This is an optimization exercise on Yosys and OpenROAD, whose aim is small area, not a production implementation. Where RTL was checked, it was by simulation tests only, not by an equivalence proof against the original. No activity file was given, so power comes from the tool's default toggle rates.

==> exp/willow: inputs <==
// WEBDRIVER_TORSO
module WEBDRIVER_TORSO(
    input clk,                        
    input rstbt,                      
    output [12:4] aio                 
    );
==> module WEBDRIVER_TORSO, before the edit <==
module WEBDRIVER_TORSO(
    input clk,                        
    input rstbt,                      
    output [12:4] aio                 
    );
wire rst = rstbt;
reg [9:0] px;
reg [9:0] ln;
reg [5:0] tm;
wire p_rdy = &px;
wire frame_end = p_rdy & (&ln);
wire red_load = frame_end & (&tm);
always @(posedge clk) begin
	if (rst) px <= 10'd798;
	else if (p_rdy) px <= 10'd798;
	else px <= px - 10'd1;
end
always @(posedge clk) begin
	if (rst) ln <= 10'd523;
	else if (p_rdy) begin
		if (&ln) ln <= 10'd523;
		else ln <= ln - 10'd1;
	end
end
always @(posedge clk) begin
	if (rst) tm <= 6'd58;
	else if (frame_end) begin
		if (&tm) tm <= 6'd58;
		else tm <= tm - 6'd1;
	end
end
reg sr;
always @(posedge clk) begin
	if (rst) sr <= 1'b0;
	else if (red_load) sr <= 1'b1;
end
wire [9:0] x = px;
wire [8:0] y9 = ln[8:0];
wire step_line = (ln[9:5] == 5'b01111);
wire step = step_line & (tm == 6'd0);
wire [9:0] hv = step_line ? x : {1'b0, y9};
wire bw0_lt, bw0_eq, rw0_lt, rw0_eq, f0;
wire bw1_lt, bw1_eq, rw1_lt, rw1_eq, f1;
wire bh0_lt, bh0_eq, rh0_lt, rh0_eq, f2;
wire bh1_lt, bh1_eq, rh1_lt, rh1_eq, f3;
Torso_Side #(.N(641), .INIT(350), .DR(290), .DB(77),  .DF(367)) side_w0 (
    .clk(clk), .rst(rst), .v(x), .step(step), .clr(red_load),
    .b_lt(bw0_lt), .b_eq(bw0_eq), .r_lt(rw0_lt), .r_eq(rw0_eq), .stepped(f0));
Torso_Side #(.N(641), .INIT(231), .DR(409), .DB(323), .DF(91)) side_w1 (
    .clk(clk), .rst(rst), .v(x), .step(step), .clr(red_load),
    .b_lt(bw1_lt), .b_eq(bw1_eq), .r_lt(rw1_lt), .r_eq(rw1_eq), .stepped(f1));
Torso_Side #(.N(481), .INIT(306), .DR(174), .DB(236), .DF(410)) side_h0 (
    .clk(clk), .rst(rst), .v(hv), .step(step), .clr(red_load),
    .b_lt(bh0_lt), .b_eq(bh0_eq), .r_lt(rh0_lt), .r_eq(rh0_eq), .stepped(f2));
Torso_Side #(.N(481), .INIT(392), .DR(88),  .DB(147), .DF(235)) side_h1 (
    .clk(clk), .rst(rst), .v(hv), .step(step), .clr(red_load),
    .b_lt(bh1_lt), .b_eq(bh1_eq), .r_lt(rh1_lt), .r_eq(rh1_eq), .stepped(f3));
wire red_box = sr & ~step_line
             & (rw0_lt ^ rw1_lt) & ~rw0_eq & ~rw1_eq
             & (rh0_lt ^ rh1_lt) & ~rh0_eq & ~rh1_eq;
wire blue_box = (sr | f0)
             & (bw0_lt ^ bw1_lt) & ~bw0_eq & ~bw1_eq
             & (bh0_lt ^ bh1_lt) & ~bh0_eq & ~bh1_eq;
wire visible = (x < 10'd640) & (ln < 10'd480);
wire hsync = (x >= 10'd687) & (x < 10'd783);
wire vsync = (ln >= 10'd512) & (ln < 10'd514);
wire green = ~(red_box | blue_box) & visible;
wire blue = ~red_box & visible;
wire red = red_box | green;
reg [11:0] freq;
reg [23:0] acc;
reg pwm;
always @(posedge clk) begin
	if (rst) freq <= 12'd299;
	else if (red_load) freq <= (freq >= 12'd1447) ? freq - 12'd1148 : freq + 12'd1554;
end
always @(posedge clk) begin
	if (rst | ~sr) begin
		acc <= 24'd0;
		pwm <= 1'b1;
	end else if (acc > 24'd12500000) begin
		acc <= 24'd0;
		pwm <= ~pwm;
	end else acc <= acc + {12'd0, freq};
end
assign aio[12] = hsync;
assign aio[11] = vsync;
assign aio[10:9] = {2{blue}};
assign aio[8:7] = {2{green}};
assign aio[6:5] = {2{red}};
assign aio[4] = pwm;
endmodule
==> module Torso_Side, before the edit <==
module Torso_Side #(parameter N = 641, parameter INIT = 0, parameter DR = 0,
                    parameter DB = 0, parameter DF = 0)(
    input clk,
    input rst,
    input [9:0] v,                   
    input step,                      
    input clr,                       
    output b_lt,                     
    output b_eq,                     
    output r_lt,                     
    output r_eq,                     
    output reg stepped               
    );
reg [9:0] b;
wire signed [11:0] d = $signed({2'b00, v}) - $signed({2'b00, b});
localparam signed [11:0] KA = DR;
localparam signed [11:0] KAW = DR - N;
localparam signed [11:0] KB = N - DB;
localparam signed [11:0] KBW = -DB;
localparam signed [11:0] KF = DF;
localparam signed [11:0] KFW = DF - N;
wire wrap = stepped ? (b >= DB) : (b >= N - DR);
wire signed [11:0] k = stepped ? (wrap ? KBW : KB) : (wrap ? KAW : KA);
assign b_lt = d < 0;
assign b_eq = d == 0;
assign r_lt = d < k;
assign r_eq = d == k;
wire take = step & ~stepped & ((d == KF & v < N) | d == KFW);
always @(posedge clk) begin
	if (rst) begin
		b <= INIT;
		stepped <= 1'b0;
	end else if (take) begin
		b <= v;
		stepped <= 1'b1;
	end else if (clr) stepped <= 1'b0;
end
endmodule
==> flow/config.mk <==
export PLATFORM = sky130hd
export DESIGN_NAME = WEBDRIVER_TORSO
export DESIGN_NICKNAME = WEBDRIVER_TORSO
export VERILOG_FILES = /design/flow/design.v
export SDC_FILE = /design/flow/constraint.sdc
export NUM_CORES = 4
export LEC_CHECK = 0
export CAP_MARGIN = 20
export CORE_MARGIN = 2
export CORE_UTILIZATION = 40
export SLEW_MARGIN = 20
==> flow/constraint.sdc <==
create_clock -name core_clock -period 40.0 [get_ports {clk}]
set_input_delay 8.0000 -clock core_clock [delete_from_list [all_inputs] [get_ports {clk}]]
set_output_delay 8.0000 -clock core_clock [all_outputs]
set_load 0.01 [all_outputs]
standard.sh (not shown) runs the stock make flow with config.mk's settings and CLKGATE_MAP_FILE= SYNTH_SCRIPT=/design/flow/synth_recipe.tcl, a recipe that flattens the netlist after the stock synthesis.
==> flow/flow/run.sh <==
#!/bin/bash
# Own layout flow: the standard synthesis, then the combinational logic
# is mapped again with an area-oriented ABC script (flip-flops, their names
# and cell types are kept as they are), then the standard layout.
set -euo pipefail
R=orfs/results/${FLOW_PLATFORM}/WEBDRIVER_TORSO/base
LIB=${FLOW_HOME}/platforms/${FLOW_PLATFORM}/lib/sky130_fd_sc_hd__tt_025C_1v80.lib

bash standard.sh synth > flow_synth.log 2>&1
cp $R/1_2_yosys.v std_synth.v

sed -e "s#@LIB@#${LIB}#g" -e "s#@ABC@#${PWD}/flow/area.abc#g" \
    -e "s#@IN@#${PWD}/std_synth.v#g" -e "s#@OUT@#${PWD}/remap.v#g" \
    flow/remap.ys > remap_run.ys
yosys -s remap_run.ys > flow_remap.log 2>&1

cp remap.v $R/1_2_yosys.v
rm -f $R/1_synth.odb $R/1_synth.sdc
touch $R/1_2_yosys.v
bash standard.sh > flow_layout.log 2>&1
==> flow/flow/area.abc <==
strash
dc2
dc2
strash
&get -n
&dch -f
&nf -R 1000
&put
==> flow/flow/remap.ys <==
# Map the standard synthesis's combinational cells again for area.
read_liberty -ignore_miss_func @LIB@
setattr -mod -set blackbox 1 sky130_fd_sc_hd__df* sky130_fd_sc_hd__edf* sky130_fd_sc_hd__sdf* sky130_fd_sc_hd__sedf* sky130_fd_sc_hd__dl* sky130_fd_sc_hd__conb_1
read_verilog @IN@
hierarchy -top WEBDRIVER_TORSO
flatten
opt_clean -purge
opt
abc -script @ABC@ -liberty @LIB@ -dont_use sky130_fd_sc_hd__lpflow_* -dont_use sky130_fd_sc_hd__fa* -dont_use sky130_fd_sc_hd__ha_* -dont_use sky130_fd_sc_hd__probe_p_8 -dont_use sky130_fd_sc_hd__probec_p_8
read_liberty -lib -ignore_miss_func @LIB@
opt_clean -purge
hilomap -singleton -hicell sky130_fd_sc_hd__conb_1 HI -locell sky130_fd_sc_hd__conb_1 LO
insbuf -buf sky130_fd_sc_hd__buf_4 A X
splitnets
opt_clean -purge
stat -liberty @LIB@
check -assert -mapped
write_verilog -noattr -nohex -nodec @OUT@
==> exp/juniper: changes against exp/willow <==
==> flow/design.v (replaced) <==
`timescale 1ns / 1ps
module WEBDRIVER_TORSO(
    input clk,                        
    input rstbt,                      
    output [12:4] aio                 
    );
wire rst = rstbt;
reg [9:0] px;
reg [9:0] ln;
reg [5:0] tm;
wire p_rdy = &px;
wire l_end = &ln;
wire frame_end = p_rdy & l_end;
wire t_end = &tm;
wire t_one = (tm == 6'd1);
wire red_load = frame_end & t_end;
wire blue_load = frame_end & t_one;
wire [9:0] ln_dec = ln - 10'd1;
wire [9:0] ln_next = l_end ? 10'd523 : ln_dec;
always @(posedge clk) begin
	if (rst) px <= 10'd798;
	else if (p_rdy) px <= 10'd798;
	else px <= px - 10'd1;
end
always @(posedge clk) begin
	if (rst) ln <= 10'd523;
	else if (p_rdy) ln <= ln_next;
end
always @(posedge clk) begin
	if (rst) tm <= 6'd58;
	else if (frame_end) begin
		if (t_end) tm <= 6'd58;
		else tm <= tm - 6'd1;
	end
end
reg sb, sr;
wire sb_next = red_load ? 1'b0 : (blue_load | sb);
always @(posedge clk) begin
	if (rst) begin
		sb <= 1'b0;
		sr <= 1'b0;
	end else begin
		sb <= sb_next;
		sr <= sr | red_load;
	end
end
wire [9:0] x = px;
wire upd_line = l_end & t_one;
wire upd_w = upd_line & (x == 10'd798);
wire upd_h = upd_line & (x == 10'd797);
wire upd = upd_w | upd_h;
wire ysel = p_rdy | upd_h;
wire [9:0] v = ysel ? {1'b0, ln_next[8:0]} : x;
reg [9:0] bw0, bw1;
reg [8:0] bh0, bh1;
wire [9:0] bs0 = ysel ? {1'b0, bh0} : bw0;
wire [9:0] bs1 = ysel ? {1'b0, bh1} : bw1;
wire [9:0] c0 = ysel ? (upd ? 10'd410 : sb_next ? 10'd245 : 10'd174)
                     : (upd ? 10'd367 : sb_next ? 10'd564 : 10'd290);
wire [9:0] c1 = ysel ? (upd ? 10'd235 : sb_next ? 10'd334 : 10'd88)
                     : (upd ? 10'd91  : sb_next ? 10'd318 : 10'd409);
wire [10:0] nm = ysel ? 11'd481 : 11'd641;
wire [10:0] s0 = bs0 + c0;
wire [10:0] s1 = bs1 + c1;
wire [9:0] r0 = (s0 >= nm) ? s0 - nm : s0;
wire [9:0] r1 = (s1 >= nm) ? s1 - nm : s1;
always @(posedge clk) begin
	if (rst) begin
		bw0 <= 10'd350;
		bw1 <= 10'd231;
		bh0 <= 9'd306;
		bh1 <= 9'd392;
	end else begin
		if (upd_w) begin
			bw0 <= r0;
			bw1 <= r1;
		end
		if (upd_h) begin
			bh0 <= r0[8:0];
			bh1 <= r1[8:0];
		end
	end
end
wire red_in = (r0 > v & r1 < v) | (r1 > v & r0 < v);
wire blue_in = (bs0 > v & bs1 < v) | (bs1 > v & bs0 < v);
reg ry, by;
always @(posedge clk) begin
	if (rst) begin
		ry <= 1'b0;
		by <= 1'b0;
	end else if (p_rdy) begin
		ry <= red_in;
		by <= blue_in;
	end
end
wire xv = x < 10'd640;
wire visible = xv & (ln < 10'd480);
wire hsync = (x >= 10'd687) & (x < 10'd783);
wire vsync = (ln[9:1] == 9'd256);
wire red_box = sr & xv & ry & red_in;
wire blue_box = (sb | sr) & by & blue_in;
wire green = ~(red_box | blue_box) & visible;
wire blue = ~red_box & visible;
wire red = red_box | green;
reg [10:0] fq;
wire [11:0] freq = {fq, 1'b1};
reg [23:0] acc;
reg pwm;
always @(posedge clk) begin
	if (rst) fq <= 11'd149;
	else if (red_load) fq <= (fq >= 11'd723) ? fq - 11'd574 : fq + 11'd777;
end
always @(posedge clk) begin
	if (rst | ~sr) begin
		acc <= 24'd0;
		pwm <= 1'b1;
	end else if (acc > 24'd12500000) begin
		acc <= 24'd0;
		pwm <= ~pwm;
	end else acc <= acc + {12'd0, freq};
end
assign aio[12] = hsync;
assign aio[11] = vsync;
assign aio[10:9] = {2{blue}};
assign aio[8:7] = {2{green}};
assign aio[6:5] = {2{red}};
assign aio[4] = pwm;
endmodule
==> metrics.md <==
| Metric | Value |
|---|---|
| Worst path max stage delay | `between 500 and 600 ps` |
| Status | `no timing/DRC/antenna violations` |
| Comb_multi_in | `~790` |
| Drt first-iter violations | `approximately 410` |
| Layout cell share with drive strength beyond 1 | `2.92%` |
| GP Congestion | `between 0.9 and 1` |
[end of results for exp/willow]
==> metrics.md <==
| Metric | Value |
|---|---|
| CTS Buf Count | `9` |
| Seq pwr | `0.104 mW` |
| Drt first-iter violations | `478` |
| Fill cells | `between 1500 and 2000` |
| Status | `no timing/DRC/antenna violations` |
| Worst path max stage delay | `roughly 630 ps` |
| Reg2reg end | `ry` |
| Layout cell share with drive strength beyond 1 | `between 2 and 3%` |
| Slew margin rel. | `about 29%` |
| Comb_multi_in | `around 740` |
[end of results for exp/juniper]
Function not checked in exp/willow: the RTL went through the layout flow alone.

==> what the ideal ports hide <==
The results above use ideal ports. As a check the final layouts listed here were re-extracted and re-timed, cells and wires unchanged. Step 1 (the two cells are an assumption about what drives the block):
set clk [get_ports {clk}]
set_driving_cell -lib_cell sky130_fd_sc_hd__clkbuf_16 $clk
set_driving_cell -lib_cell sky130_fd_sc_hd__buf_2 [delete_from_list [all_inputs] $clk]
Step 2 moves the port delays by t, midway between the first and last clock arrival at a register: inputs arrive t later, outputs are due t later. That takes back most of the time a late clock gives input paths. Slacks: no drivers / after step 1 / after step 2; pairs: no drivers / after step 1.
run	t, ns	slack for setup (ns)	hold slack, ns	pins driven straight from the clock port
exp/willow	0.399	25.359 / 25.319 / 25.717	0.472 / 0.472 / 0.472	1
exp/juniper	0.397	22.481 / 22.439 / 22.836	0.459 / 0.459 / 0.459	1
After both steps every run listed still meets setup and hold.
